Source: an optimization exercise on an open RTL-to-GDS flow (aim: small area). Production flows keep margins and buffers that such runs may drop.
Function was checked by simulation only, so behaviour that the tests miss may differ from the original.
Power figures rest on the tool's default switching activity, not on a simulated workload.

## config.mk

```make
export PLATFORM = sky130hd
export DESIGN_NAME = top_level
export DESIGN_NICKNAME = top_level
export VERILOG_FILES = /design/flow/design.v
export SDC_FILE = /design/flow/constraint.sdc
export NUM_CORES = 4
export LEC_CHECK = 0
export ABC_AREA = 1
export CAP_MARGIN = 0
export CORE_MARGIN = 2
export CORE_UTILIZATION = 70
export CTS_BUF_LIST = sky130_fd_sc_hd__clkbuf_8
export CTS_CLUSTER_DIAMETER = 60
export CTS_CLUSTER_SIZE = 20
export SLEW_MARGIN = 0
export SYNTH_HIERARCHICAL = 1
```

## constraint.sdc

```tcl
create_clock -name core_clock -period 3.5 [get_ports {clk}]
set_input_delay 0.7000 -clock core_clock [delete_from_list [all_inputs] [get_ports {clk}]]
set_output_delay 0.7000 -clock core_clock [all_outputs]
set_load 0.01 [all_outputs]
```

## design.v

```verilog
`timescale 1ns / 1ps
module shr_cell (
   input  cl,
   input  l,
   input  cs,
   input  s,
   input  ch,
   input  q,
   output y
);
assign y = ~((cl & l) | (cs & s) | (ch & q));
endmodule
module shr(
   input        clk,
   input        rst,
   input        phase,
   input        mx,       
   input        sh,       
   input        ld,       
   input  [7:0] ld_x,     
   output       dout,     
   output [7:0] dstr_x    
);
reg  [7:0] r;
wire [7:0] nxt;
wire [7:0] sh_x = {mx, r[7:1]};
wire cl = ld & ~rst;
wire cs = sh & ~ld & ~rst;
wire ch = ~sh & ~ld & ~rst;
genvar i;
generate
   for (i = 0; i < 8; i = i + 1) begin : g_bit
      shr_cell u_cell (
         .cl(cl), .l(ld_x[i]),
         .cs(cs), .s(sh_x[i]),
         .ch(ch), .q(r[i]),
         .y(nxt[i])
      );
   end
endgenerate
always @ (posedge clk)
   r <= nxt;
assign dstr_x = sh_x;
assign dout   = r[0] ^ phase;
endmodule
`timescale 1ns / 1ps
module fifo_cell (
   input  w,
   input  wn,
   input  d,
   input  q,
   output y
);
assign y = ~((wn | d) & (w | q));
endmodule
module fifo_cell3 (
   input  wa,
   input  a,
   input  wb,
   input  b,
   input  wn,
   input  q,
   output y
);
assign y = ~((wa & a) | (wb & b) | (wn & q));
endmodule
module fifo_cell_in (
   input  ca,
   input  cb,
   input  wn,
   input  d,
   input  q,
   output y
);
assign y = ~((ca & d) | (cb & ~d) | (wn & q));
endmodule
module fifo_pick (
   input  o,
   input  b1,
   input  b0,
   output y
);
assign y = ~(o ? b1 : b0);
endmodule
module fifo_rsel (
   input  sn0,
   input  q0,
   input  sn1,
   input  q1,
   output y
);
assign y = ~((sn0 | q0) & (sn1 | q1));
endmodule
module fifo_or8 (
   input  [7:0] t,
   output       y
);
assign y = |t;
endmodule
module srl_fifo #(
   parameter WIDTH=8,
   parameter REV=0,
   parameter BUS=0
   ) (
   input              clk,
   input              rst,
   input              wr,
   input              rd,
   input              rev,
   input              sel,
   input              phase,
   input  [WIDTH-1:0] din_x,
   output [WIDTH-1:0] dor,
   output             empty,
   output             full
);
wire w   = wr;
wire wn  = ~wr;
wire wa  = wr & ~rev;
wire wb  = wr &  rev;
wire ca  = wr & (sel ^ phase);
wire cb  = wr & phase;
reg  [WIDTH-1:0] mem [15:0];
wire [WIDTH-1:0] nxt [15:0];
reg [4:0] addr;
always @ (posedge clk)
begin
   if (rst)
      addr <= 5'h1F;
   else if (wr & ~rd)
      addr <= addr + 1'b1;
   else if (~wr & rd)
      addr <= addr - 1'b1;
end
assign empty = addr[4];
assign full  = ~addr[4] & (&addr[3:0]);
wire [15:0] seln;
genvar i, b;
generate
   for (i = 0; i < 16; i = i + 1) begin : g_ent
      assign seln[i] = ~(addr[3:0] == i);
      for (b = 0; b < WIDTH; b = b + 1) begin : g_bit
         if (i == 0 && REV != 0 && b < 8) begin : g_rev
            fifo_cell3 u_cell (
               .wa(wa), .a(din_x[b]),
               .wb(wb), .b(din_x[7-b]),
               .wn(wn), .q(mem[0][b]),
               .y(nxt[0][b])
            );
         end else if (i == 0 && BUS != 0) begin : g_bus
            fifo_cell_in u_cell (
               .ca(ca), .cb(cb), .wn(wn),
               .d(din_x[b]),
               .q(mem[0][b]),
               .y(nxt[0][b])
            );
         end else begin : g_fwd
            fifo_cell u_cell (
               .w(w), .wn(wn),
               .d(i == 0 ? din_x[b] : mem[i == 0 ? 0 : i-1][b]),
               .q(mem[i][b]),
               .y(nxt[i][b])
            );
         end
      end
      always @ (posedge clk)
         mem[i] <= nxt[i];
   end
   for (b = 0; b < WIDTH; b = b + 1) begin : g_rd
      wire [7:0] t;
      for (i = 0; i < 8; i = i + 1) begin : g_pair
         fifo_rsel u_sel (
            .sn0(seln[2*i]),   .q0(mem[2*i][b]),
            .sn1(seln[2*i+1]), .q1(mem[2*i+1][b]),
            .y(t[i])
         );
      end
      fifo_or8 u_or (.t(t), .y(dor[b]));
   end
endgenerate
endmodule
`timescale 1ns / 1ps
module spi_if(
   input         clk,       
   input         rst,       
   input  [10:0] din,      
   input         sel,      
   input         rdack,    
   input         cmd,      
   input         wr,       
   input         rd,       
   output [ 8:0] dout,     
   output        ack,      
   output        spi_mosi,
   output        spi_sck,
   output        spi_ss,
   input         spi_miso
);
reg [1:0] spi_mode;        
reg       spi_endianness;  
reg [7:0] spi_baudrate;    
wire        cfg_ld   = cmd & sel & ~rst;
wire        cfg_hold = ~cmd & ~rst;
wire [10:0] cfg_q    = {spi_baudrate, spi_endianness, spi_mode};
wire [10:0] cfg_d;
genvar gi;
generate
   for (gi = 0; gi < 11; gi = gi + 1) begin : g_cfg
      cfg_cell u_cfg (.c1(cfg_ld), .d(din[gi]), .c2(cfg_hold), .q(cfg_q[gi]), .y(cfg_d[gi]));
   end
endgenerate
always @ (posedge clk)
begin
   spi_mode       <= cfg_d[ 1:0];
   spi_endianness <= cfg_d[ 2:2];
   spi_baudrate   <= cfg_d[10:3];
end
reg phase;
always @ (posedge clk)
begin
   if (rst)
      phase <= 1'b1;
   else
      phase <= ~phase;
end
wire sck_cntr_en = ~spi_ss;
reg [7:0] sck_cntr;
wire sck_match = (sck_cntr == spi_baudrate);
always @ (posedge clk)
begin
   if (rst)
      sck_cntr <= 8'b0;
   else if(sck_match)
      sck_cntr <= 8'b0;
   else if(sck_cntr_en)
      sck_cntr <= sck_cntr + 1'b1;
end
reg spi_sck_reg;
always @ (posedge clk)
begin
   if (rst)
      spi_sck_reg <= 1'b0;
   else if(~sck_cntr_en)
      spi_sck_reg <= 1'b0;
   else if(sck_match)
      spi_sck_reg <= ~spi_sck_reg;
end
assign spi_sck = (spi_mode[1] == 1'b0) ? (spi_sck_reg & ~spi_ss) : (~spi_sck_reg & spi_ss);
wire sck_tick     = sck_match & sck_cntr_en;
wire spi_sck_rise = ~spi_sck_reg & sck_tick;
wire spi_sck_fall =  spi_sck_reg & sck_tick;
wire spi_step     = spi_mode[0] ? spi_sck_rise : spi_sck_fall;
reg [3:0] state;
localparam S_IDLE = 4'b0000;    
localparam S_DATA = 4'b0001;    
localparam S_ZERO = 4'b0010;    
localparam S_LAST = 4'b1001;    
localparam S_STOP = 4'b1010;    
localparam S_WAIT = 4'b1011;    
wire wr_fifo_empty, wr_fifo_full;
wire [10:0] wr_fifo_dout;
reg spi_tx_stop, spi_rx;
wire st_idle = (state == S_IDLE);
wire st_last = (state == S_LAST);
wire st_stop = (state == S_STOP);
wire start_tx = st_idle & ~wr_fifo_empty & wr_fifo_dout[8];
wire stop_tx  = spi_mode[0] ? (st_last & spi_sck_rise & spi_tx_stop)
                            : (st_stop & spi_sck_rise);
wire read_rx  = st_last & spi_step;
wire next_tx  = read_rx & ~wr_fifo_empty & ~spi_tx_stop;
wire spi_load = start_tx | next_tx;
always @ (posedge clk)
begin
   if(rst)
      state <= S_IDLE;
   else begin
      case(state)
         S_IDLE: begin
            if (start_tx)
               state <= spi_mode[0] ? S_DATA : S_ZERO;
         end
         S_LAST: begin
            if (spi_step) begin
               if (~spi_tx_stop)
                  state <= wr_fifo_empty ? S_WAIT : S_ZERO;
               else
                  state <= spi_mode[0] ? S_IDLE : S_STOP;
            end
         end
         S_WAIT: begin
            if (~wr_fifo_empty)
               state <= S_ZERO;
         end
         S_STOP: begin
            if (spi_sck_rise)
               state <= S_IDLE;
         end
         default: begin
            if (spi_step)
               state <= state + 1'b1;
         end
      endcase
   end
end
wire spi_shr_sh = (state >= S_ZERO) & (state < S_LAST) & spi_step;
wire wr_fifo_wr = wr & ~wr_fifo_full;
wire [10:0] wr_fifo_or;
srl_fifo #(
   .WIDTH(11),
   .BUS(1)
) wr_fifo (
   .clk(clk),
   .rst(rst),
   .wr(wr_fifo_wr),
   .rd(spi_load),
   .rev(1'b0),
   .sel(sel),
   .phase(phase),
   .din_x(din),
   .dor(wr_fifo_or),
   .empty(wr_fifo_empty),
   .full(wr_fifo_full)
);
assign wr_fifo_dout[10:8] = ~(wr_fifo_or[10:8] ^ {3{phase}});
assign wr_fifo_dout[7:0]  = ~wr_fifo_or[7:0];
wire [7:0] wr_fifo_dout_ordered = spi_endianness ? wr_fifo_dout[7:0]
                                                 : {wr_fifo_dout[0], wr_fifo_dout[1],
                                                    wr_fifo_dout[2], wr_fifo_dout[3],
                                                    wr_fifo_dout[4], wr_fifo_dout[5],
                                                    wr_fifo_dout[6], wr_fifo_dout[7]};
always @ (posedge clk)
begin
   if(spi_load) begin
      spi_tx_stop  <= wr_fifo_dout[ 9];
      spi_rx       <= wr_fifo_dout[10];
   end
end
wire [7:0] spi_shr_dstr_x;
wire rd_fifo_empty, rd_fifo_full;
wire [7:0] rd_fifo_or;
reg  rd_fifo_rd;
wire rd_fifo_wr = read_rx & ~rd_fifo_full & spi_rx;
srl_fifo #(
   .WIDTH(8),
   .REV(1)
) rd_fifo (
   .clk(clk),
   .rst(rst),
   .wr(rd_fifo_wr),
   .rd(rd_fifo_rd),
   .rev(~spi_endianness),
   .sel(1'b0),
   .phase(phase),
   .din_x(spi_shr_dstr_x),
   .dor(rd_fifo_or),
   .empty(rd_fifo_empty),
   .full(rd_fifo_full)
);
wire rd_show  = rdack & ~rd_fifo_empty;
wire rd_show1 = ~(rd_show &  phase);
wire rd_show0 = ~(rd_show & ~phase);
genvar gk;
generate
   for (gk = 0; gk < 8; gk = gk + 1) begin : g_out
      fifo_pick u_pick (.o(rd_fifo_or[gk]), .b1(rd_show1), .b0(rd_show0), .y(dout[gk]));
   end
endgenerate
assign dout[8] = rdack & rd_fifo_empty;
always @ (posedge clk)
begin
   if(rst)
      rd_fifo_rd <= 1'b0;
   else
      rd_fifo_rd <= (rd & ~rd_fifo_empty);
end
reg ack_reg;
always @ (posedge clk)
begin
   if(rst)
      ack_reg <= 1'b0;
   else
      ack_reg <= wr_fifo_wr | rd | cmd;
end
assign ack = ack_reg;
shr spi_shr (
   .clk(clk),
   .rst(rst),
   .phase(phase),
   .mx(spi_miso ^ phase),
   .sh(spi_shr_sh),
   .ld(spi_load),
   .ld_x(wr_fifo_dout_ordered),
   .dout(spi_mosi),
   .dstr_x(spi_shr_dstr_x)
);
reg spi_ss_reg;  
always @ (posedge clk)
begin
   if(rst)
      spi_ss_reg <= 1'b1;
   else if(stop_tx)
      spi_ss_reg <= 1'b1;
   else if(start_tx)
      spi_ss_reg <= 1'b0;
end
assign spi_ss = spi_ss_reg;
endmodule
module cfg_cell (
   input  c1,
   input  d,
   input  c2,
   input  q,
   output y
);
assign y = (c1 & d) | (c2 & q);
endmodule
`timescale 1ns / 1ps
module wishbone_if(
   input         clk,       
   input         rst,       
   input  [31:0] wb_addr,   
   input         wb_we,     
   input         wb_stb,   
   input         wb_cyc,   
   input  [31:0] wb_dout,   
   output        wb_ack,    
   output [10:0] dout,      
   output        sel,       
   output        rdack,     
   output        cmd,       
   output        wr,        
   output        rd,        
   input         ack        
);
wire select = wb_stb & wb_cyc;
reg [1:0] select_reg;
always @ (posedge clk)
begin
   if(rst)
      select_reg <= 2'b0;
   else
      select_reg <= {select_reg[0], select};
end
wire select_rise = select_reg[0] & ~select_reg[1];
wire addr_base = ~(|wb_addr[31:6]) & ~(|wb_addr[3:0]);
wire addr_data = addr_base & ~wb_addr[5] &  wb_addr[4];
wire addr_cmd  = addr_base &  wb_addr[5] & ~wb_addr[4];
assign wb_ack = select & ack;
assign rdack  = select & ~wb_we & ack;
assign dout   = wb_dout[10:0];
assign sel    = select;
assign cmd    = addr_cmd  & select_rise &  wb_we;
assign wr     = addr_data & select_rise &  wb_we;
assign rd     = addr_data & select_rise & ~wb_we;
endmodule
`timescale 1ns / 1ps
module top_level(
   input         clk,
   input         rst,
   input  [31:0] wb_addr,   
   input         wb_we,     
   input         wb_stb,   
   input         wb_cyc,   
   input  [31:0] wb_dout,   
   output [31:0] wb_din,    
   output        wb_ack,    
   output        spi_mosi,
   output        spi_sck,
   output        spi_ss,
   input         spi_miso
);
wire [10:0] dout;
wire [ 8:0] din;
wire sel, rdack, cmd, wr, rd, ack;
assign wb_din = {23'b0, din};
wishbone_if wishbone_interface (
   .clk(clk), 
   .rst(rst), 
   .wb_addr(wb_addr), 
   .wb_we(wb_we), 
   .wb_stb(wb_stb), 
   .wb_cyc(wb_cyc), 
   .wb_dout(wb_dout), 
   .wb_ack(wb_ack), 
   .dout(dout), 
   .sel(sel), 
   .rdack(rdack), 
   .cmd(cmd), 
   .wr(wr), 
   .rd(rd), 
   .ack(ack)
);
spi_if spi_interface (
   .clk(clk),
   .rst(rst),
   .din(dout),
   .sel(sel),
   .rdack(rdack),
   .cmd(cmd),
   .wr(wr),
   .rd(rd),
   .dout(din),
   .ack(ack),
   .spi_mosi(spi_mosi),
   .spi_sck(spi_sck),
   .spi_ss(spi_ss),
   .spi_miso(spi_miso)
);
endmodule
```

## flow/run.sh

```bash
#!/bin/bash
# Own flow: the standard layout, but synthesis maps logic with an
# area-oriented ABC script (flow/area.abc). Each tool's output goes to a log
# file in the work folder.
set -euo pipefail
W=$(pwd)
export OWN_WORK=$W
export OWN_ABC_SCRIPT=$W/flow/area.abc
make -C "$FLOW_HOME" DESIGN_CONFIG="$W/config.mk" WORK_HOME="$W/orfs" CLKGATE_MAP_FILE= \
  SYNTH_SCRIPT="$W/flow/own_synth.tcl" synth > "$W/own_synth.log" 2>&1
export BUFFER_PORTS_ARGS="-buffer_cell sky130_fd_sc_hd__buf_1"
export REMOVE_ABC_BUFFERS=1
bash standard.sh > "$W/standard.log" 2>&1
```

## flow/area.abc

```
strash
dch
amap
topo
```

## flow/own_synth.tcl

```tcl
proc abc {args} {
  set i [lsearch -exact $args -script]
  if {$i >= 0} { lset args [expr {$i + 1}] $::env(OWN_ABC_SCRIPT) }
  yosys abc {*}$args
}
source $::env(OWN_WORK)/synth_recipe.tcl
```

## standard.sh

```bash
#!/bin/bash
# synth_recipe.tcl (not shown) runs the flow's synth.tcl, then flattens the netlist and writes it again
# the make line also repeats each setting of config.mk as NAME=value (left out here)
make -C /OpenROAD-flow-scripts/flow DESIGN_CONFIG=/design/flow/config.mk WORK_HOME=/design/flow/orfs CLKGATE_MAP_FILE= SYNTH_SCRIPT=/design/flow/synth_recipe.tcl "${@:-finish}"
```

==> results of run 1 <==
==> layer usage <==
layer | vias to the layer above | share of wire | track usage
li1 | 5276 | - | -
met1 | 5102 | 0.46 | 0.4067
met2 | 353 | 0.46 | 0.4527
met3 | 43 | 0.059 | 0.04386
met4 | 0 | 0.022 | 0.07426
met5 | - | 0 | 0
==> power by group <==
| group | internal (mW) | switching (mW) | total, mW | leakage [nW] |
|---|---|---|---|---|
| Sequential | 4.05 | 0.0284 | 4.08 | 3.10 |
| Combinational | 0.112 | 0.179 | 0.291 | 1.69 |
| Clock | 0.736 | 1.20 | 1.93 | 0.220 |
==> final timing paths <==
check	to	startpoint	depth (start not counted)	slack, ns
min reg2reg	wishbone_interface.select_reg[1]$_SDFF_PP0_	wishbone_interface.select_reg[0]$_SDFF_PP0_	2	0.45
max	wb_din[1]	spi_interface.rd_fifo.addr[0]$_SDFFE_PP1P_	7	0.08
min	spi_interface.wr_fifo.mem[0][10]$_DFF_P_	wb_dout[10]	3	0.40
max reg2reg	spi_interface.wr_fifo.addr[4]$_SDFFE_PP1P_	spi_interface.wr_fifo.addr[2]$_SDFFE_PP1P_	17	0.21
==> what timing repair did <==
action | CTS | global route
gates resized for setup | 6 | 20
buffers inserted | 0 | 7
endpoints found under the setup margin | 5 | 123
pin swaps | 1 | 18
==> final cells by class <==
class / instances / area share
clock buffers: 25 / 0.02488
multi-input cells: 791 / 0.3642
clock inverters: 6 / 0.004433
repair buffers: 124 / 0.05374
well taps: 225 / 0.02036
flip-flops and latches: 354 / 0.5142
inverters: 64 / 0.01819
==> worst reg2reg max path, cell delays in order (launching register included) <==
cell	delay, ns
dfxtp_2	0.38
clkinvlp_4	0.19
nand4_1	0.17
o22ai_1	0.09
nor4_2	0.37
nand2_1	0.19
o21ai_1	0.17
a211oi_1	0.08
a31o_1	0.22
clkinv_1	0.05
ha_2	0.17
inv_2	0.05
fa_1	0.38
and2_4	0.18
o32ai_2	0.28
nand2_1	0.07
o21ai_0	0.07
o21ai_0	0.08
==> through the flow <==
step,setup slack [ns],cells,hold slack (ns),cell area (um^2),util
after floorplan,-14.27,1209,0.3959,12310,-
after global placement,-0.2651,1551,0.4054,13300,0.7638
after detailed placement,-0.3533,1551,0.4288,13300,0.7638
after CTS,-0.04901,1582,0.3848,13730,0.7883
after global routing,-0.008679,1589,0.4029,13830,0.7940
final,0.07827,1589,0.4033,13830,0.7940
==> cell usage in the layout (no fill, tap or decap), drive strengths merged, types with 3 or more instances in the layout <==
| cell type | instances |
|---|---|
| o21ai | 18 |
| conb | 23 |
| nand2 | 36 |
| nor2 | 34 |
| inv | 11 |
| dfxtp | 352 |
| clkinv | 56 |
| ha | 14 |
| buf | 124 |
| a21oi | 24 |
| nor4 | 49 |
| nor2b | 6 |
| a211oi | 7 |
| nand3 | 7 |
| o221ai | 3 |
| a22o | 11 |
| a31oi | 3 |
| a222oi | 28 |
| o32ai | 3 |
| nand4 | 33 |
| o22ai | 454 |
| clkbuf | 25 |
| nor3 | 9 |
==> run notes, run 1 <==
Hold-fix buffers, CTS: 0
worst skew pair latency: 0.55 ns
CORE AREA: 17420 um^2
most frequent cell on the critical path: o22ai_1
Inserted Clock Buffers: 22
Cells after Synth: 1229
FF+latch area: 7111 um^2
Worst IR Drop VDD: 0.0005004 V
# setup viols final: 0
initial antenna violation count: 0
Core Rows: 48
slowest cell on the critical path: nor4_1
Synthesis Warnings: 15
TritonCTS clock tree: built
slew margin rel.: 0.4273
synthesis-to-finish area growth: 10.28%
Largest regs: spi_interface.wr_fifo.mem (176), spi_interface.rd_fifo.mem (128)
layout cells sized above 1: 0.08431
WP data arrival: 2.72 ns
Tcrit/Tclk final: 0.9776
setup TNS: 0 ns
first-pass GRT wire length: 44180 um
Via density: 6.780
final WL: 28760 um
Die ar.: 19000 um^2
worst min-delay path class: in -> reg
largest net degree at the start of global routing: 166
clock skew: 0.01439 ns
Power, Total: 6.308 mW
drt drc: 0
Max stage delay on crit path: 0.47 ns
IO Count: 106
CP Capture Type: output pin
vias in the first global route: 9134
crit-path leading delay family: simple AND/OR/NAND/NOR gates
Die Span Y: 137.9 um
diodes inserted: 0
Leak: 5.012 nW
Post-Syn Area: 12540 um^2
# clock sinks: 354
# H-tree levels: 1
area of the multi-input gates: 5037 um^2
FILL cells: 1235
Largest Register: spi_interface.wr_fifo.mem
Critical Path Fanout Max: 8
type of origin of the critical path: flop
DR pass1 iterations: 9
port bufs: 61
clock slew at reported path FFs: 0.11 ns
via count: 10770
minimum clock period: 3.422 ns
starting density of the core: 0.7200
GP Congestion: 0.9168
hpwl dp: 19410 um
gr usage total: 0.2843
max_cap viols: 0
Avg WL per Cell: 18.10 um
Die Span X: 137.9 um
worst-path cell chain: clkinv_1, nand4_1, o22ai_1, nor4_1, nand2_1, o22ai_1, buf_1
root buf cell: clkbuf_8
nets: 1443
DRT antenna net count: 0
total grt overflow: 0
max FFs per register: 176
syn_area_per_cell: 10.20 um^2
Least-Margin Pin Slew: 0.8524 ns
Max Transition Viols Final: 0
WP buf/inv: 2
final hold vios: 0
FMAX: 0.2923 GHz
drt first-iter violations: 1217
clock tree buffer depth: 3
power per cell area: 456.1 nW/um^2
Worst EP required: 2.80 ns
crit path kind: reg -> out
status: finished clean
==> run 2, diff against run 1 <==
--- a/flow/run.sh
+++ b/flow/run.sh
@@ -9,5 +9,4 @@
 make -C "$FLOW_HOME" DESIGN_CONFIG="$W/config.mk" WORK_HOME="$W/orfs" CLKGATE_MAP_FILE= \
   SYNTH_SCRIPT="$W/flow/own_synth.tcl" synth > "$W/own_synth.log" 2>&1
 export BUFFER_PORTS_ARGS="-buffer_cell sky130_fd_sc_hd__buf_1"
-export REMOVE_ABC_BUFFERS=1
 bash standard.sh > "$W/standard.log" 2>&1
--- a/config.mk
+++ b/config.mk
@@ -8,9 +8,9 @@
 export ABC_AREA = 1
 export CAP_MARGIN = 0
 export CORE_MARGIN = 2
-export CORE_UTILIZATION = 70
+export CORE_UTILIZATION = 65
 export CTS_BUF_LIST = sky130_fd_sc_hd__clkbuf_8
 export CTS_CLUSTER_DIAMETER = 60
-export CTS_CLUSTER_SIZE = 20
+export CTS_CLUSTER_SIZE = 18
 export SLEW_MARGIN = 0
 export SYNTH_HIERARCHICAL = 1
==> run 2 against run 1 <==
Net effect:
- final cell count rose by 3.0%
- via count is 0.31% higher
- synthesized cell count stayed put
- die area increased by 7.5%
- clock-buffer cell count rose by 2
- global-route usage is 0.29 points lower
- area after synthesis stayed put
- sequential share of layout area is 1.0 points lower
- total power increased by 2.2%
- critical endpoint is now wb_din[2]
- largest cell class unchanged
==> run notes, run 2 <==
synthesis-to-finish area growth: 12.67%
Die Span X: 142.9 um (+3.7%)
Largest Register: spi_interface.wr_fifo.mem
max FFs per register: 176 (unchanged)
type of origin of the critical path: flop
Power, Total: 6.445 mW (+2.2%)
final hold slack: 0.3259 ns (-0.07737 ns)
syn_area_per_cell: 10.20 um^2 (unchanged)
WP data arrival: 2.62 ns (-0.10 ns)
clock tree buffer depth: 3 (unchanged)
via count: 10810 (+0.31%)
gr usage total: 0.2813 (-0.002913)
status: finished clean
slew margin rel.: 0.3452 (-0.08214)
# H-tree levels: 1 (unchanged)
Tcrit/Tclk final: 0.9474 (-0.03020)
nets: 1452 (+0.62%)
dpl cells: 1570 (+1.2%)
Hold-fix buffers, CTS: 0 (unchanged)
DRT antenna net count: 0 (unchanged)
Critical Path Fanout Max: 11 (+3)
Die Span Y: 142.9 um (+3.7%)
starting density of the core: 0.6660 (-0.05406)
largest net degree at the start of global routing: 167 (+0.60%)
Max Transition Viols Final: 0 (unchanged)
worst-path cell chain: inv_2, nand4_1, buf_4, o22ai_1, nor4_1, nand2_1, o22ai_1, buf_1
most frequent cell on the critical path: o22ai_1
CORE AREA: 18830 um^2 (+8.1%)
Largest regs: spi_interface.wr_fifo.mem (176), spi_interface.rd_fifo.mem (128)
Post-Syn Area: 12540 um^2 (unchanged)
final hold vios: 0 (unchanged)
initial antenna violation count: 0 (unchanged)
total grt overflow: 0 (unchanged)
Core Rows: 50 (+4.2%)
Avg WL per Cell: 18.35 um (+1.4%)
commonest non-fill, non-tap cell in the layout: o22ai_1
Max stage delay on crit path: 0.54 ns (+0.07 ns)
clock slew at reported path FFs: 0.11 ns (about the same)
worst min-delay path class: in -> reg
Synthesis Warnings: 15 (unchanged)
clock skew: 0.01716 ns (+0.002775 ns)
Via density: 6.602 (-2.6%)
port bufs: 61 (unchanged)
Die ar.: 20420 um^2 (+7.5%)
Leak: 5.081 nW (+1.4%)
FMAX: 0.3016 GHz (+3.2%)
Final Non-Filler Cells: 1637 (+3.0%)
FF+latch area: 7118 um^2 (+0.11%)
worst skew pair latency: 0.58 ns (+0.03 ns)
hpwl dp: 19530 um (+0.60%)
Worst EP required: 2.80 ns (about the same)
Least-Margin Pin Slew: 0.9747 ns (+0.1223 ns)
diodes inserted: 0 (unchanged)
setup TNS: 0 ns (unchanged)
Cells after Synth: 1229 (unchanged)
# setup viols final: 0 (unchanged)
vias in the first global route: 9341 (+2.3%)
crit path kind: reg -> out
IO Count: 106 (unchanged)
root buf cell: clkbuf_8
most frequent cells in the layout: o22ai_1, dfxtp_1, buf_4
max_cap viols: 0 (unchanged)
drt first-iter violations: 936 (-23%)
Worst IR Drop VDD: 0.0004374 V (-13%)
FILL cells: 1343 (+8.7%)
slowest cell on the critical path: dfxtp_1
drt drc: 0 (unchanged)
GP Congestion: 0.8020 (-13%)
Inserted Clock Buffers: 25 (+14%)
minimum clock period: 3.316 ns (-0.1057 ns)
TritonCTS clock tree: built
layout cells sized above 1: 0.1082 (+0.02390)
first-pass GRT wire length: 47250 um (+7.0%)
area of the multi-input gates: 5174 um^2 (+2.7%)
DR pass1 iterations: 5 (-4)
final WL: 30030 um (+4.4%)
CP Capture Type: output pin
# clock sinks: 354 (unchanged)
WP buf/inv: 3 (+1)
crit-path leading delay family: simple AND/OR/NAND/NOR gates
power per cell area: 456.1 nW/um^2 (about the same)
## run 2: cell count changes in the layout (fill, tap and decap cells not counted), moves of 3 or more
cell	change
o21ai_1	+4
o21ai_0	-4
buf_4	+5
nor4_1	-4
clkinv_1	-3
clkinv_2	+4
## run 2: per-layer routing
metal  vias to the layer above  global-route usage  wire length, um
met5                         -                   0                0
met1                      5137              0.4051            13630
met2                       319              0.4480            14270
met3                        53             0.04259             1540
li1                       5298                   -                -
met4                         0             0.06826              596
## run 2: layout make-up
cell class	instances	area share
clock buffer	27	0.02630
clock inverter	11	0.006730
inverter	64	0.01833
multi-input combinational	791	0.3662
sequential	354	0.5038
tap	260	0.02302
timing repair buffer	130	0.05570
## run 2: final timing paths
check | from | end | slack [ns] | cells past startpoint
max | spi_interface.rd_fifo.addr[3]$_SDFFE_PP1P_ | wb_din[2] | 0.18 | 8
min | rst | wishbone_interface.select_reg[1]$_SDFF_PP0_ | 0.33 | 2
max reg2reg | spi_interface.sck_cntr[0]$_SDFFE_PP0N_ | spi_interface.rd_fifo.addr[4]$_SDFFE_PP1P_ | 0.21 | 16
min reg2reg | wishbone_interface.select_reg[0]$_SDFF_PP0_ | wishbone_interface.select_reg[1]$_SDFF_PP0_ | 0.43 | 2
## run 2: through the flow
| step | area [um^2] | utilization | worst slack, ns |
|---|---|---|---|
| after global routing | 14130 | 0.7504 | -0.03683 |
| after detailed placement | 13340 | 0.7082 | -0.09121 |
| final | 14130 | 0.7504 | 0.1840 |
| after CTS | 13980 | 0.7422 | 0.03679 |
| after floorplan | 12770 | - | -5.710 |
| after global placement | 13340 | 0.7082 | -0.02161 |
## run 2: worst reg2reg max path, cell delays in order, from the launching register on
cell,delay (ns)
dfxtp_2,0.35
inv_4,0.07
nor2_2,0.04
a21oi_2,0.09
o211ai_1,0.13
nor4_4,0.36
clkinv_2,0.15
a2111oi_4,0.39
nor4bb_4,0.29
ha_2,0.26
inv_4,0.06
fa_2,0.34
and2_4,0.18
o32ai_4,0.23
nand2_1,0.08
o21ai_1,0.09
o21ai_1,0.07
## run 2: where the power goes
group | leakage, nW | internal, mW | switching [mW] | total [mW]
sequential | 3.11 | 4.05 | 0.0310 | 4.08
clock | 0.247 | 0.799 | 1.27 | 2.07
combinational | 1.73 | 0.112 | 0.183 | 0.296
total | 5.08 | 4.96 | 1.48 | 6.45
## run 2: repair_timing
| action | 4_1_cts | 5_1_grt |
|---|---|---|
| gates resized for setup | 2 | 33 |
| endpoints found under the setup margin | 8 | 132 |
| buffers inserted | 22 | 7 |
| pin swaps | 10 | 7 |
==> run 3, diff against run 2 <==
--- a/config.mk
+++ b/config.mk
@@ -8,9 +8,10 @@
 export ABC_AREA = 1
 export CAP_MARGIN = 0
 export CORE_MARGIN = 2
-export CORE_UTILIZATION = 65
+export CORE_UTILIZATION = 70
 export CTS_BUF_LIST = sky130_fd_sc_hd__clkbuf_8
 export CTS_CLUSTER_DIAMETER = 60
 export CTS_CLUSTER_SIZE = 18
+export PLACE_DENSITY = 0.72
 export SLEW_MARGIN = 0
 export SYNTH_HIERARCHICAL = 1
==> run 3 against run 2 <==
Net effect:
- first-iteration DRC count up 16%
- critical endpoint is now wb_din[1]
- worst setup slack worse by 0.0060 ns
- sequential share of layout area increased by 1.5 points
- clock skew grew 0.011 ns
- non-clock buffer count down 28
- critical path depth unchanged
- design area decreased by 3.0%
==> run notes, run 3 <==
status: finished clean
drt first-iter violations: 1086 (+16%)
Die Span X: 137.9 um (-3.5%)
type of origin of the critical path: flop
Core Rows: 48 (-4.0%)
setup TNS: 0 ns (unchanged)
# clock sinks: 354 (unchanged)
final hold slack: 0.4175 ns (+0.09155 ns)
worst min-delay path class: in -> reg
CP Capture Type: output pin
Critical Path Fanout Max: 12 (+1)
FILL cells: 1219 (-9.2%)
hpwl dp: 19310 um (-1.1%)
Largest Register: spi_interface.wr_fifo.mem
Worst IR Drop VDD: 0.0004283 V (-2.1%)
# setup viols final: 0 (unchanged)
crit path kind: reg -> out
Tcrit/Tclk final: 0.9492 (+0.001722)
clock tree buffer depth: 3 (unchanged)
post-layout instance area: 13710 um^2 (-3.0%)
GP Congestion: 0.8736 (+8.9%)
minimum clock period: 3.322 ns (+0.006026 ns)
Least-Margin Pin Slew: 0.9020 ns (-0.07267 ns)
syn_area_per_cell: 10.20 um^2 (unchanged)
nets: 1422 (-2.1%)
total grt overflow: 0 (unchanged)
# H-tree levels: 1 (unchanged)
vias in the first global route: 9196 (-1.6%)
fin util: 0.7869 (+0.03656)
final WL: 28460 um (-5.2%)
synthesis-to-finish area growth: 9.288%
clock skew: 0.02806 ns (+0.01090 ns)
max_cap viols: 0 (unchanged)
commonest non-fill, non-tap cell in the layout: o22ai_1
Worst EP required: 2.80 ns (about the same)
met2 routed WL: 13450 um (-5.8%)
root buf cell: clkbuf_8
drt drc: 0 (unchanged)
power per cell area: 449.5 nW/um^2 (-1.5%)
met1 wire length: 12970 um (-4.8%)
Synthesis Warnings: 15 (unchanged)
Max Transition Viols Final: 0 (unchanged)
Hold-fix buffers, CTS: 0 (unchanged)
initial antenna violation count: 0 (unchanged)
RSZ-0062 raised after global routing: true
Cells after Synth: 1229 (unchanged)
placed cell areas: 13300 um^2 (-0.29%)
most frequent cells in the layout: o22ai_1, dfxtp_1, buf_1
Max Used Layer: met4
IO Count: 106 (unchanged)
Setup Slack @ Placement: -0.1341 ns (-0.04286 ns)
gr usage total: 0.2881 (+0.006741)
slew margin rel.: 0.3973 (+0.05215)
TritonCTS clock tree: built
FMAX: 0.3010 GHz (-0.18%)
Avg WL per Cell: 18.21 um (-0.74%)
Post-Syn Area: 12540 um^2 (unchanged)
Die Span Y: 137.9 um (-3.5%)
port bufs: 61 (unchanged)
DRT antenna net count: 0 (unchanged)
diodes inserted: 0 (unchanged)
Inserted Clock Buffers: 23 (-8.0%)
Via density: 6.795 (+2.9%)
worst skew pair latency: 0.56 ns (-0.02 ns)
Die ar.: 19000 um^2 (-6.9%)
final hold vios: 0 (unchanged)
Setup WS post-layout: 0.1779 ns (-0.006026 ns)
routed wl met3: 1472 um (-4.4%)
max FFs per register: 176 (unchanged)
via count: 10620 (-1.7%)
largest net degree at the start of global routing: 167 (unchanged)
WP data arrival: 2.62 ns (about the same)
Leak: 4.888 nW (-3.8%)
layout cells sized above 1: 0.07698 (-0.03123)
DR pass1 iterations: 6 (+1)
Largest regs: spi_interface.wr_fifo.mem (176), spi_interface.rd_fifo.mem (128)
clock slew at reported path FFs: 0.11 ns (about the same)
starting density of the core: 0.7200 (+0.05406)
CORE AREA: 17420 um^2 (-7.5%)
first-pass GRT wire length: 44930 um (-4.9%)
[run 3: final cells by class]
type                            count  area (um^2)  share of cell area
Clock buffer                       24        330.3             0.02410
Clock inverter                      3        12.51           0.0009129
Inverter                           64        256.5             0.01871
Multi-Input combinational cell    791         5131              0.3744
Sequential cell                   354         7116              0.5192
Tap cell                          225        281.5             0.02054
Timing Repair Buffer              102        578.1             0.04218
[run 3: through the flow]
| step | std cells | total power [mW] |
|---|---|---|
| floorplan | 1251 | 4.406 |
| global placement | 1534 | 4.458 |
| detailed placement | 1534 | 4.468 |
| CTS | 1561 | 6.196 |
| global route | 1563 | 6.385 |
| finish | 1563 | 6.161 |
[run 3: power by group]
| part | total (mW) | leakage [nW] | switching (mW) | internal, mW |
|---|---|---|---|---|
| Sequential | 4.08 | 3.11 | 0.0291 | 4.05 |
| Combinational | 0.298 | 1.59 | 0.185 | 0.113 |
| Clock | 1.78 | 0.187 | 1.16 | 0.623 |
[run 3: critical path, stage by stage (launching register included)]
cell and delay (ns):
dfxtp_1 0.35, buf_4 0.20, nand4_1 0.49, o22ai_1 0.39
nor4_1 0.11, nand2_1 0.11, clkinv_1 0.06, o22ai_1 0.17
buf_1 0.18
[run 3: path summary, 6_finish.rpt]
kind / start / to / slack (ns) / cells after the start
max: spi_interface.rd_fifo.addr[0]$_SDFFE_PP1P_ / wb_din[1] / 0.18 / 8
max reg2reg: spi_interface.wr_fifo.addr[1]$_SDFFE_PP1P_ / spi_interface.wr_fifo.addr[4]$_SDFFE_PP1P_ / 0.20 / 17
min reg2reg: wishbone_interface.select_reg[0]$_SDFF_PP0_ / wishbone_interface.select_reg[1]$_SDFF_PP0_ / 0.43 / 2
min: wb_cyc / wishbone_interface.select_reg[0]$_SDFF_PP0_ / 0.42 / 3
[run 3: per-layer routing]
layer,vias up,GRT usage
li1,5223,-
met1,5032,0.4160
met2,313,0.4703
met3,53,0.03509
met4,0,0.05726
met5,-,0
[run 3: timing repair]
item	4_1_cts	5_1_grt
gates resized for setup	1	16
pin swaps	0	4
gates cloned	0	0
endpoints found under the hold margin	0	0
buffers inserted	0	2
endpoints found under the setup margin	2	93
==> run 4, diff against run 3 <==
--- a/config.mk
+++ b/config.mk
@@ -12,6 +12,5 @@
 export CTS_BUF_LIST = sky130_fd_sc_hd__clkbuf_8
 export CTS_CLUSTER_DIAMETER = 60
 export CTS_CLUSTER_SIZE = 18
-export PLACE_DENSITY = 0.72
 export SLEW_MARGIN = 0
 export SYNTH_HIERARCHICAL = 1
==> run 4 against run 3 <==
Net effect:
- still clean
- global-route usage stayed put
- die area stayed put
- synthesized cell count stayed put
- hold slack stayed put
- final cell count stayed put
- critical path depth stayed put
- first-iteration DRC count stayed put
- clock power hardly changed
- routed wire length stayed put
- total power stayed put
- largest cell class unchanged
- largest power group unchanged
==> run notes, run 4 <==
drt first-iter violations: 1086 (unchanged)
Worst R2R Path Depth: 17 (unchanged)
WP data arrival: 2.62 ns (about the same)
final hold vios: 0 (unchanged)
largest net degree at the start of global routing: 167 (unchanged)
worst skew pair latency: 0.56 ns (about the same)
placed cell areas: 13300 um^2 (unchanged)
Largest Register: spi_interface.wr_fifo.mem
first-pass GRT wire length: 44930 um (unchanged)
TritonCTS clock tree: built
CORE AREA: 17420 um^2 (unchanged)
RSZ-0062 raised after global routing: true
FILL cells: 1219 (unchanged)
# H-tree levels: 1 (unchanged)
final WL: 28460 um (unchanged)
Post-Syn Area: 12540 um^2 (unchanged)
synthesis-to-finish area growth: 9.288% (unchanged)
final hold slack: 0.4175 ns (unchanged)
Worst IR Drop VDD: 0.0004283 V (unchanged)
Least-Margin Pin Slew: 0.9020 ns (unchanged)
crit path kind: reg -> out
slew margin rel.: 0.3973 (unchanged)
CP Capture Type: output pin
max FFs per register: 176 (unchanged)
Power, Total: 6.161 mW (unchanged)
Largest regs: spi_interface.wr_fifo.mem (176), spi_interface.rd_fifo.mem (128)
setup TNS: 0 ns (unchanged)
commonest non-fill, non-tap cell in the layout: o22ai_1
power per cell area: 449.5 nW/um^2 (unchanged)
root buf cell: clkbuf_8
Avg WL per Cell: 18.21 um (unchanged)
vias in the first global route: 9196 (unchanged)
minimum clock period: 3.322 ns (unchanged)
hold path cells: 3 (unchanged)
Die Span X: 137.9 um (unchanged)
Cells after Synth: 1229 (unchanged)
initial antenna violation count: 0 (unchanged)
clock slew at reported path FFs: 0.11 ns (about the same)
post-layout instance area: 13710 um^2 (unchanged)
Die ar.: 19000 um^2 (unchanged)
Core Rows: 48 (unchanged)
Critical Path Fanout Max: 12 (unchanged)
Inserted Clock Buffers: 23 (unchanged)
type of origin of the critical path: flop
nets: 1422 (unchanged)
port bufs: 61 (unchanged)
met1 wire length: 12970 um (unchanged)
Max Transition Viols Final: 0 (unchanged)
worst min-delay path class: in -> reg
# setup viols final: 0 (unchanged)
drt drc: 0 (unchanged)
Leak: 4.888 nW (unchanged)
FMAX: 0.3010 GHz (unchanged)
routed wl met3: 1472 um (unchanged)
DR pass1 iterations: 6 (unchanged)
diodes inserted: 0 (unchanged)
total grt overflow: 0 (unchanged)
Die Span Y: 137.9 um (unchanged)
clock tree buffer depth: 3 (unchanged)
max_cap viols: 0 (unchanged)
hpwl dp: 19310 um (unchanged)
fin util: 0.7869 (unchanged)
IO Count: 106 (unchanged)
syn_area_per_cell: 10.20 um^2 (unchanged)
via count: 10620 (unchanged)
status: finished clean
Worst EP required: 2.80 ns (about the same)
Max Used Layer: met4
most frequent cells in the layout: o22ai_1, dfxtp_1, buf_1
DRT antenna net count: 0 (unchanged)
GP Congestion: 0.8736 (unchanged)
layout cells sized above 1: 0.07698 (unchanged)
clock skew: 0.02806 ns (unchanged)
Tcrit/Tclk final: 0.9492 (unchanged)
met2 routed WL: 13450 um (unchanged)
# clock sinks: 354 (unchanged)
Hold-fix buffers, CTS: 0 (unchanged)
Synthesis Warnings: 15 (unchanged)
starting density of the core: 0.7200 (unchanged)
gr usage total: 0.2881 (unchanged)
Via density: 6.795 (unchanged)
==> run 4: area by class of cell <==
cell class                 instances  area [um^2]  area share
inverter                          64        256.5     0.01871
timing repair buffer             102        578.1     0.04218
sequential                       354         7116      0.5192
tap                              225        281.5     0.02054
multi-input combinational        791         5131      0.3744
clock buffer                      24        330.3     0.02410
clock inverter                     3        12.51   0.0009129
==> run 4: per-stage QoR <==
stage	setup WS, ns	cells
after floorplan	-5.710	1251
after global placement	-0.1110	1534
after CTS	0.08134	1561
after global routing	-0.06281	1563
final	0.1779	1563
after detailed placement	-0.1341	1534
==> run 4: path summary, 6_finish.rpt <==
kind                                                             startpoint                                          end  slack (ns)
worst max-delay path             spi_interface.rd_fifo.addr[0]$_SDFFE_PP1P_                                    wb_din[1]        0.18
worst max register to register   spi_interface.wr_fifo.addr[1]$_SDFFE_PP1P_   spi_interface.wr_fifo.addr[4]$_SDFFE_PP1P_        0.20
worst min register to register  wishbone_interface.select_reg[0]$_SDFF_PP0_  wishbone_interface.select_reg[1]$_SDFF_PP0_        0.43
worst min-delay path                                                 wb_cyc  wishbone_interface.select_reg[0]$_SDFF_PP0_        0.42
==> run 4: layer usage <==
metal,global-route usage,up-vias
met2,0.4703,313
met3,0.03509,53
met5,0,-
met1,0.4160,5032
met4,0.05726,0
li1,-,5223
==> run 4: where the power goes <==
part	switching (mW)	total, mW	internal [mW]	leakage, nW
logic	0.185	0.298	0.113	1.59
clock network	1.16	1.78	0.623	0.187
registers	0.0291	4.08	4.05	3.11
==> run 4: worst max-delay path, cell delays in order (launching register included) <==
cell      delay (ns)
dfxtp_1         0.35
buf_4           0.20
nand4_1         0.49
o22ai_1         0.39
nor4_1          0.11
nand2_1         0.11
clkinv_1        0.06
o22ai_1         0.17
buf_1           0.18
==> run 4: timing repair <==
| action | in CTS | in global routing |
|---|---|---|
| endpoints found under the hold margin | 0 | 0 |
| endpoints found under the setup margin | 2 | 93 |
| gates resized for setup | 1 | 16 |
| pin swaps | 0 | 4 |
| setup buffers | 0 | 2 |
==> run 5, diff against run 4 <==
--- a/config.mk
+++ b/config.mk
@@ -8,7 +8,7 @@
 export ABC_AREA = 1
 export CAP_MARGIN = 0
 export CORE_MARGIN = 2
-export CORE_UTILIZATION = 70
+export CORE_UTILIZATION = 76
 export CTS_BUF_LIST = sky130_fd_sc_hd__clkbuf_8
 export CTS_CLUSTER_DIAMETER = 60
 export CTS_CLUSTER_SIZE = 18
==> run 5 against run 4 <==
Net effect:
- still clean on timing, DRC and antenna
- design area grew 0.81%
- die area shrank 7.7%
- hold slack lost 0.029 ns
- maximum frequency shrank 2.8%
==> run notes, run 5 <==
synthesis-to-finish area growth: 10.18%
clock tree buffer depth: 3 (unchanged)
Die ar.: 17540 um^2 (-7.7%)
final WL: 30540 um (+7.3%)
type of origin of the critical path: flop
DRT antenna net count: 0 (unchanged)
Largest regs: spi_interface.wr_fifo.mem (176), spi_interface.rd_fifo.mem (128)
Endpoint, Worst Hold: spi_interface.wr_fifo.mem[0][1]$_DFF_P_
Die Span X: 132.5 um (-3.9%)
Inserted Clock Buffers: 23 (unchanged)
diodes inserted: 0 (unchanged)
# H-tree levels: 1 (unchanged)
Critical Path Fanout Max: 8 (-4)
starting density of the core: 0.7838 (+0.06374)
nets: 1436 (+0.98%)
slew margin rel.: 0.3839 (-0.01340)
Max Transition Viols Final: 0 (unchanged)
Worst R2R Path Depth: 17 (unchanged)
total grt overflow: 0 (unchanged)
slowest cell on the critical path: nor4_2
flop-to-flop setup slack: 0.08 ns (-0.12 ns)
status: finished clean
syn_area_per_cell: 10.20 um^2 (unchanged)
CORE AREA: 16000 um^2 (-8.1%)
Worst EP required: 3.94 ns (+1.14 ns)
Setup Slack @ Placement: -0.1639 ns (-0.02982 ns)
# clock sinks: 354 (unchanged)
drt first-iter violations: 1579 (+45%)
clock slew at reported path FFs: 0.11 ns (about the same)
Hold Path Origin: wb_dout[1]
layout cells sized above 1: 0.08795 (+0.01097)
crit path kind: reg -> reg
Cells after Synth: 1229 (unchanged)
most frequent cells in the layout: o22ai_1, dfxtp_1, buf_1
Largest Register: spi_interface.wr_fifo.mem
IO Count: 106 (unchanged)
# setup viols final: 0 (unchanged)
minimum clock period: 3.418 ns (+0.09544 ns)
power per cell area: 448.1 nW/um^2 (-0.31%)
vias in the first global route: 9886 (+7.5%)
hpwl dp: 19420 um (+0.56%)
drt drc: 0 (unchanged)
Leak: 4.949 nW (+1.2%)
hold path cells: 3 (unchanged)
Synthesis Warnings: 15 (unchanged)
worst min-delay path class: in -> reg
commonest non-fill, non-tap cell in the layout: o22ai_1
gr usage total: 0.3248 (+0.03670)
Post-Syn Area: 12540 um^2 (unchanged)
Avg WL per Cell: 19.46 um (+6.9%)
largest net degree at the start of global routing: 177 (+6.0%)
final hold vios: 0 (unchanged)
Via density: 7.096 (+4.4%)
TritonCTS clock tree: built
FF+latch area: 7114 um^2 (about the same)
dpl cells: 1526 (-0.52%)
max_cap viols: 0 (unchanged)
Least-Margin Pin Slew: 0.9221 ns (+0.02005 ns)
DR pass1 iterations: 6 (unchanged)
FILL cells: 902 (-26%)
Die Span Y: 132.5 um (-3.9%)
worst-path cell chain: clkinv_1, nand4_1, o22ai_1, nor4_2, nand2_1, o21ai_1, a211oi_2, a31o_1, clkinv_1, ha_1, clkinv_2, fa_2, and2_4, o32ai_2, nand2_1, o21ai_0, o21ai_0
WP data arrival: 3.86 ns (+1.24 ns)
worst skew pair latency: 0.56 ns (about the same)
initial antenna violation count: 0 (unchanged)
area of the multi-input gates: 5126 um^2 (about the same)
GP Congestion: 0.9333 (+6.8%)
clock skew: 0.01716 ns (-0.01090 ns)
CP Capture Type: flop
via count: 11130 (+4.8%)
Tcrit/Tclk final: 0.9764 (+0.02727)
reg2reg start: spi_interface.wr_fifo.addr[2]$_SDFFE_PP1P_
Setup WS post-layout: 0.08249 ns (-0.09544 ns)
first-pass GRT wire length: 48200 um (+7.3%)
Reg-to-Reg End: spi_interface.wr_fifo.addr[4]$_SDFFE_PP1P_
port bufs: 61 (unchanged)
Final Non-Filler Cells: 1569 (+0.38%)
max FFs per register: 176 (unchanged)
Max stage delay on crit path: 0.36 ns (-0.13 ns)
Worst IR Drop VDD: 0.0004051 V (-5.4%)
FMAX: 0.2926 GHz (-2.8%)
Core Rows: 46 (-4.2%)
root buf cell: clkbuf_8
run 5: how the worst max path moves through the flow:
stage                                                     startpoint                                    endpoint  depth (start not counted)
after floorplan                                          wb_addr[25]     spi_interface.wr_fifo.mem[0][0]$_DFF_P_                         12
after global placement                                   wb_addr[25]  spi_interface.wr_fifo.addr[4]$_SDFFE_PP1P_                         16
after detailed placement                                 wb_addr[11]  spi_interface.wr_fifo.addr[4]$_SDFFE_PP1P_                         16
after CTS                 spi_interface.rd_fifo.addr[2]$_SDFFE_PP1P_                                   wb_din[4]                          7
after global routing      spi_interface.rd_fifo.addr[2]$_SDFFE_PP1P_                                   wb_din[0]                          8
final                     spi_interface.wr_fifo.addr[2]$_SDFFE_PP1P_  spi_interface.wr_fifo.addr[4]$_SDFFE_PP1P_                         17
run 5: critical path, delay by kind of cell (launching register included):
| family | cells | cell delay [ns] |
|---|---|---|
| fa+ha+maj | 2 | 0.51 |
| flops | 1 | 0.35 |
| compound gates | 7 | 0.98 |
| buf+inv | 3 | 0.40 |
| simple gates | 5 | 1.06 |
run 5: metal layers:
| metal | GRT usage | vias to the layer above | routed length, um | part of all wire |
|---|---|---|---|---|
| li1 | - | 5248 | - | - |
| met1 | 0.4594 | 5257 | 13120 | 0.43 |
| met2 | 0.5377 | 549 | 14580 | 0.48 |
| met3 | 0.03831 | 80 | 2120 | 0.069 |
| met4 | 0.08005 | 0 | 714 | 0.023 |
| met5 | 0 | - | 0 | 0 |
run 5: stage by stage:
| stage | area [um^2] | hold slack [ns] | total power [mW] | TNS [ns] | utilization |
|---|---|---|---|---|---|
| 2_1_floorplan | 12770 | 0.3959 | 4.406 | -1409.56 | - |
| 3_3_place_gp | 13310 | 0.4045 | 4.456 | -0.1557 | 0.8316 |
| 3_5_place_dp | 13310 | 0.4202 | 4.466 | -0.2974 | 0.8316 |
| 4_1_cts | 13660 | 0.3747 | 6.189 | 0 | 0.8536 |
| 5_1_grt | 13820 | 0.3976 | 6.384 | -0.09597 | 0.8635 |
| 6_report | 13820 | 0.3887 | 6.191 | 0 | 0.8635 |
run 5: report_power, final:
| group | total (mW) | leakage [nW] | internal [mW] | switching, mW |
|---|---|---|---|---|
| logic | 0.300 | 1.66 | 0.113 | 0.188 |
| registers | 4.08 | 3.11 | 4.05 | 0.0302 |
| clock network | 1.81 | 0.187 | 0.626 | 1.18 |
run 5: repair_timing:
item / CTS / global route
pin swaps: 1 / 15
gates resized for setup: 1 / 17
setup buffers: 0 / 15
hold buffers: 0 / 0
endpoints found under the setup margin: 3 / 132
run 5: final cells by class:
class / instances / area share
Clock inverter: 4 / 0.001449
Sequential cell: 354 / 0.5149
Clock buffer: 24 / 0.02391
Tap cell: 216 / 0.01956
Inverter: 64 / 0.01884
Timing Repair Buffer: 116 / 0.05035
Multi-Input combinational cell: 791 / 0.3710
==> run 6, diff against run 5 <==
--- a/design.v
+++ b/design.v
@@ -122,16 +122,21 @@
 wire cb  = wr & phase;
 reg  [WIDTH-1:0] mem [15:0];
 wire [WIDTH-1:0] nxt [15:0];
-reg [4:0] addr;
+reg  [4:0] addr;
+wire       cnt_up = wr & ~rd;
+wire       cnt_dn = rd & ~wr;
+wire [4:0] cu, cd;
+assign cu[0] = cnt_up;
+assign cd[0] = cnt_dn;
+genvar gc;
+generate
+   for (gc = 1; gc < 5; gc = gc + 1) begin : g_cnt
+      assign cu[gc] = cu[gc-1] &  addr[gc-1];
+      assign cd[gc] = cd[gc-1] & ~addr[gc-1];
+   end
+endgenerate
 always @ (posedge clk)
-begin
-   if (rst)
-      addr <= 5'h1F;
-   else if (wr & ~rd)
-      addr <= addr + 1'b1;
-   else if (~wr & rd)
-      addr <= addr - 1'b1;
-end
+   addr <= (addr ^ (cu | cd)) | {5{rst}};
 assign empty = addr[4];
 assign full  = ~addr[4] & (&addr[3:0]);
 wire [15:0] seln;
@@ -226,15 +231,17 @@
 wire sck_cntr_en = ~spi_ss;
 reg [7:0] sck_cntr;
 wire sck_match = (sck_cntr == spi_baudrate);
+wire [7:0] sck_carry;
+assign sck_carry[0] = sck_cntr_en;
+genvar gc;
+generate
+   for (gc = 1; gc < 8; gc = gc + 1) begin : g_carry
+      assign sck_carry[gc] = sck_carry[gc-1] & sck_cntr[gc-1];
+   end
+endgenerate
+wire       sck_clr   = rst | sck_match;
 always @ (posedge clk)
-begin
-   if (rst)
-      sck_cntr <= 8'b0;
-   else if(sck_match)
-      sck_cntr <= 8'b0;
-   else if(sck_cntr_en)
-      sck_cntr <= sck_cntr + 1'b1;
-end
+   sck_cntr <= (sck_cntr ^ sck_carry) & {8{~sck_clr}};
 reg spi_sck_reg;
 always @ (posedge clk)
 begin
@@ -253,16 +260,19 @@
 reg [3:0] state;
 localparam S_IDLE = 4'b0000;    
 localparam S_DATA = 4'b0001;    
-localparam S_ZERO = 4'b0010;    
-localparam S_LAST = 4'b1001;    
-localparam S_STOP = 4'b1010;    
-localparam S_WAIT = 4'b1011;    
+localparam S_STOP = 4'b0010;    
+localparam S_WAIT = 4'b0011;    
+localparam S_ZERO = 4'b1000;    
+localparam S_LAST = 4'b1111;    
 wire wr_fifo_empty, wr_fifo_full;
 wire [10:0] wr_fifo_dout;
 reg spi_tx_stop, spi_rx;
-wire st_idle = (state == S_IDLE);
-wire st_last = (state == S_LAST);
-wire st_stop = (state == S_STOP);
+wire st_bits = state[3];
+wire st_idle = ~state[3] & ~state[1] & ~state[0];
+wire st_data = ~state[3] & ~state[1] &  state[0];
+wire st_stop = ~state[3] &  state[1] & ~state[0];
+wire st_wait = ~state[3] &  state[1] &  state[0];
+wire st_last = &state;
 wire start_tx = st_idle & ~wr_fifo_empty & wr_fifo_dout[8];
 wire stop_tx  = spi_mode[0] ? (st_last & spi_sck_rise & spi_tx_stop)
                             : (st_stop & spi_sck_rise);
@@ -273,36 +283,34 @@
 begin
    if(rst)
       state <= S_IDLE;
-   else begin
-      case(state)
-         S_IDLE: begin
-            if (start_tx)
-               state <= spi_mode[0] ? S_DATA : S_ZERO;
-         end
-         S_LAST: begin
-            if (spi_step) begin
-               if (~spi_tx_stop)
-                  state <= wr_fifo_empty ? S_WAIT : S_ZERO;
-               else
-                  state <= spi_mode[0] ? S_IDLE : S_STOP;
-            end
-         end
-         S_WAIT: begin
-            if (~wr_fifo_empty)
-               state <= S_ZERO;
-         end
-         S_STOP: begin
-            if (spi_sck_rise)
-               state <= S_IDLE;
-         end
-         default: begin
-            if (spi_step)
-               state <= state + 1'b1;
-         end
-      endcase
+   else if (st_bits) begin
+      if (spi_step) begin
+         if (~st_last)
+            state <= state + 1'b1;
+         else if (~spi_tx_stop)
+            state <= wr_fifo_empty ? S_WAIT : S_ZERO;
+         else
+            state <= spi_mode[0] ? S_IDLE : S_STOP;
+      end
+   end
+   else if (st_idle) begin
+      if (start_tx)
+         state <= spi_mode[0] ? S_DATA : S_ZERO;
+   end
+   else if (st_data) begin
+      if (spi_step)
+         state <= S_ZERO;
+   end
+   else if (st_wait) begin
+      if (~wr_fifo_empty)
+         state <= S_ZERO;
+   end
+   else begin  
+      if (spi_sck_rise)
+         state <= S_IDLE;
    end
 end
-wire spi_shr_sh = (state >= S_ZERO) & (state < S_LAST) & spi_step;
+wire spi_shr_sh = st_bits & ~st_last & spi_step;
 wire wr_fifo_wr = wr & ~wr_fifo_full;
 wire [10:0] wr_fifo_or;
 srl_fifo #(
--- a/config.mk
+++ b/config.mk
@@ -8,7 +8,7 @@
 export ABC_AREA = 1
 export CAP_MARGIN = 0
 export CORE_MARGIN = 2
-export CORE_UTILIZATION = 76
+export CORE_UTILIZATION = 68
 export CTS_BUF_LIST = sky130_fd_sc_hd__clkbuf_8
 export CTS_CLUSTER_DIAMETER = 60
 export CTS_CLUSTER_SIZE = 18
==> run 6 against run 5 <==
Net effect:
- design area decreased by 1.7%
- global-route usage is 4.1 points lower
- sequential share of layout area increased by 0.88 points
- critical endpoint is now wb_din[4]
- largest cell class unchanged
- largest power group unchanged
==> run notes, run 6 <==
clock skew: 0.02298 ns (+0.005817 ns)
port bufs: 61 (unchanged)
Post-Syn Area: 12320 um^2 (-1.8%)
syn_area_per_cell: 10.28 um^2 (+0.77%)
most frequent cell on the critical path: o22ai_1
gr usage total: 0.2838 (-0.04103)
worst skew pair latency: 0.55 ns (about the same)
hpwl dp: 18240 um (-6.1%)
Core Rows: 49 (+6.5%)
Inserted Clock Buffers: 23 (unchanged)
Power, Total: 5.869 mW (-5.2%)
Largest regs: spi_interface.wr_fifo.mem (176), spi_interface.rd_fifo.mem (128)
Leak: 4.976 nW (+0.56%)
nets: 1402 (-2.4%)
Die ar.: 19210 um^2 (+9.5%)
vias in the first global route: 9132 (-7.6%)
max FFs per register: 176 (unchanged)
CP Capture Type: output pin
Synthesis Warnings: 15 (unchanged)
FILL cells: 1313 (+46%)
Worst R2R Path Depth: 17 (unchanged)
slowest cell on the critical path: dfxtp_2
Switching Share: 0.2059 (-0.02019)
final hold vios: 0 (unchanged)
via count: 10360 (-7.0%)
Avg WL per Cell: 18.31 um (-5.9%)
starting density of the core: 0.6904 (-0.09334)
Die Span Y: 138.6 um (+4.6%)
clock tree buffer depth: 3 (unchanged)
sequential share of power: 0.689 (+0.030)
Hold Path Origin: wb_dout[9]
Final Non-Filler Cells: 1550 (-1.2%)
worst min-delay path class: in -> reg
Critical Path Fanout Max: 11 (+3)
clock slew at reported path FFs: 0.11 ns (about the same)
first-pass GRT wire length: 46270 um (-4.0%)
layout cells sized above 1: 0.08781 (-0.0001404)
diodes inserted: 0 (unchanged)
CORE AREA: 17840 um^2 (+12%)
worst-path cell chain: clkinv_2, nand3_2, o22ai_1, nor4_1, nand2_1, o22ai_1, buf_1
logic gate share of total power: 0.012 (-0.037)
final WL: 28380 um (-7.1%)
Tcrit/Tclk final: 0.9563 (-0.02015)
GP Congestion: 0.8918 (-4.4%)
flop-to-flop setup slack: 0.22 ns (+0.14 ns)
M1 GR Usage: 0.4432 (-0.01612)
dpl cells: 1511 (-0.98%)
IO Count: 106 (unchanged)
root buf cell: clkbuf_8
type of origin of the critical path: flop
FMAX: 0.2988 GHz (+2.1%)
max_cap viols: 0 (unchanged)
Max stage delay on crit path: 0.50 ns (+0.14 ns)
# clock sinks: 354 (unchanged)
largest net degree at the start of global routing: 167 (-5.6%)
# setup viols final: 0 (unchanged)
minimum clock period: 3.347 ns (-0.07052 ns)
reg2reg start: spi_interface.wr_fifo.addr[3]$_DFF_P_
hold path cells: 3 (unchanged)
DRT antenna net count: 0 (unchanged)
TritonCTS clock tree: built
# H-tree levels: 1 (unchanged)
Endpoint, Worst Hold: spi_interface.wr_fifo.mem[0][9]$_DFF_P_
Die Span X: 138.6 um (+4.6%)
drt first-iter violations: 805 (-49%)
Max Transition Viols Final: 0 (unchanged)
Cells after Synth: 1198 (-2.5%)
slew margin rel.: 0.2162 (-0.1678)
WP data arrival: 2.65 ns (-1.21 ns)
internal power: 4.661 mW (-2.7%)
Reg-to-Reg End: spi_interface.wr_fifo.addr[3]$_DFF_P_
Clk pwr share: 0.298 (+0.006)
status: finished clean
Least-Margin Pin Slew: 1.176 ns (+0.2536 ns)
Worst IR Drop VDD: 0.0004181 V (+3.2%)
most frequent cells in the layout: o22ai_1, dfxtp_1, buf_1
Worst EP required: 2.80 ns (-1.14 ns)
initial antenna violation count: 0 (unchanged)
drt drc: 0 (unchanged)
Largest Register: spi_interface.wr_fifo.mem
fin util: 0.7614 (-0.1021)
met2 Usage GRT: 0.4216 (-0.1161)
Psw: 1.209 mW (-14%)
grt peak-use layer: met1
total grt overflow: 0 (unchanged)
met3 Use GR: 0.04213 (+0.003813)
crit path kind: reg -> out
Via density: 6.682 (-5.8%)
synthesis-to-finish area growth: 10.28% (about the same)
Hold-fix buffers, CTS: 0 (unchanged)
power per cell area: 432.1 nW/um^2 (-3.6%)
commonest non-fill, non-tap cell in the layout: o22ai_1
DR pass1 iterations: 6 (unchanged)
-- run 6: cell type report --
| cell class | instances | area, um^2 | share of cell area |
|---|---|---|---|
| well taps | 229 | 286.5 | 0.02109 |
| inverters | 58 | 241.5 | 0.01778 |
| clock inverters | 3 | 15.01 | 0.001105 |
| multi-input cells | 766 | 4923 | 0.3624 |
| flip-flops and latches | 354 | 7114 | 0.5237 |
| clock buffers | 23 | 316.6 | 0.02330 |
| repair buffers | 117 | 686.9 | 0.05057 |
-- run 6: how the worst max path moves through the flow --
stage | start | end | slack (ns) | cells after the start
global route | spi_interface.wr_fifo.addr[3]$_DFF_P_ | spi_interface.wr_fifo.addr[3]$_DFF_P_ | -0.05 | 17
detailed placement | wb_addr[21] | spi_interface.wr_fifo.addr[4]$_DFF_P_ | 0.02 | 15
CTS | spi_interface.rd_fifo.addr[2]$_DFF_P_ | wb_din[6] | 0.01 | 8
floorplan | wb_addr[25] | spi_interface.wr_fifo.mem[0][0]$_DFF_P_ | -5.61 | 10
global placement | wb_addr[21] | spi_interface.wr_fifo.addr[4]$_DFF_P_ | 0.02 | 15
finish | spi_interface.rd_fifo.addr[1]$_DFF_P_ | wb_din[4] | 0.15 | 7
-- run 6: layer usage --
metal,part of all wire,vias to the layer above
met1,0.48,4865
met2,0.44,339
li1,-,5121
met3,0.065,32
met5,0,-
met4,0.015,0
-- run 6: per-stage QoR --
stage | worst slack [ns] | instance area, um^2 | setup TNS [ns] | hold WS, ns
4_1_cts | 0.01497 | 13460 | 0 | 0.3876
6_report | 0.1530 | 13580 | 0 | 0.4110
5_1_grt | -0.04640 | 13580 | -0.09874 | 0.3970
3_5_place_dp | 0.02161 | 13060 | 0 | 0.4071
2_1_floorplan | -5.611 | 12490 | -1408.05 | 0.3959
3_3_place_gp | 0.02240 | 13060 | 0 | 0.4013
-- run 6: worst max-delay path, delay by kind of cell, from the launching register on --
| family | cells | cell delay, ns |
|---|---|---|
| and+or+nand+nor | 3 | 0.87 |
| DFF | 1 | 0.50 |
| buffers and inverters | 2 | 0.40 |
| AOI/OAI and AO/OA | 2 | 0.34 |
-- run 6: repair_timing --
action | 4_1_cts | 5_1_grt
buffers inserted | 6 | 7
setup endpoints to repair | 8 | 20
pin swaps | 3 | 1
resized for setup | 7 | 18
-- run 6: power groups by stage --
stage	Sequential (mW)	Combinational [mW]	Clock (mW)
2_1_floorplan	4.14	0.0730	0
3_3_place_gp	4.14	0.0701	0
3_5_place_dp	4.14	0.0716	0
4_1_cts	4.05	0.0718	1.80
5_1_grt	4.05	0.0810	1.94
6_report	4.05	0.0724	1.75

==> port drivers added, routing unchanged <==
Ports are ideal in the flow. The routed layouts listed here were re-timed in OpenROAD. Step 1 assumes that a clkbuf_16 drives the clock port and a buf_2 every other input. Step 2 moves the port delays by t, midway between the first and last clock arrival at a register: inputs arrive t later, outputs are due t later. That takes back most of the time a late clock gives input paths. a / b / c = no drivers / after step 1 / after step 2; a / b = the first two.
run	t, ns	slack for setup (ns)	latest minus earliest clock arrival (ns)	slew at the worst register clock pin (ns)	pins driven straight from the clock port
run 1	0.580	0.078 / 0.042 / -0.143	0.016 / 0.016	0.12 / 0.12	1
run 2	0.611	0.184 / 0.140 / -0.065	0.018 / 0.018	0.11 / 0.11	1
run 3	0.576	0.178 / 0.144 / -0.110	0.029 / 0.029	0.11 / 0.11	1
run 4	0.576	0.178 / 0.144 / -0.110	0.029 / 0.029	0.11 / 0.11	1
run 5	0.581	0.082 / 0.067 / -0.155	0.017 / 0.017	0.11 / 0.11	1
run 6	0.583	0.153 / 0.107 / -0.030	0.024 / 0.024	0.11 / 0.11	1
With both steps, setup timing fails in every run listed, where it was met with ideal ports.
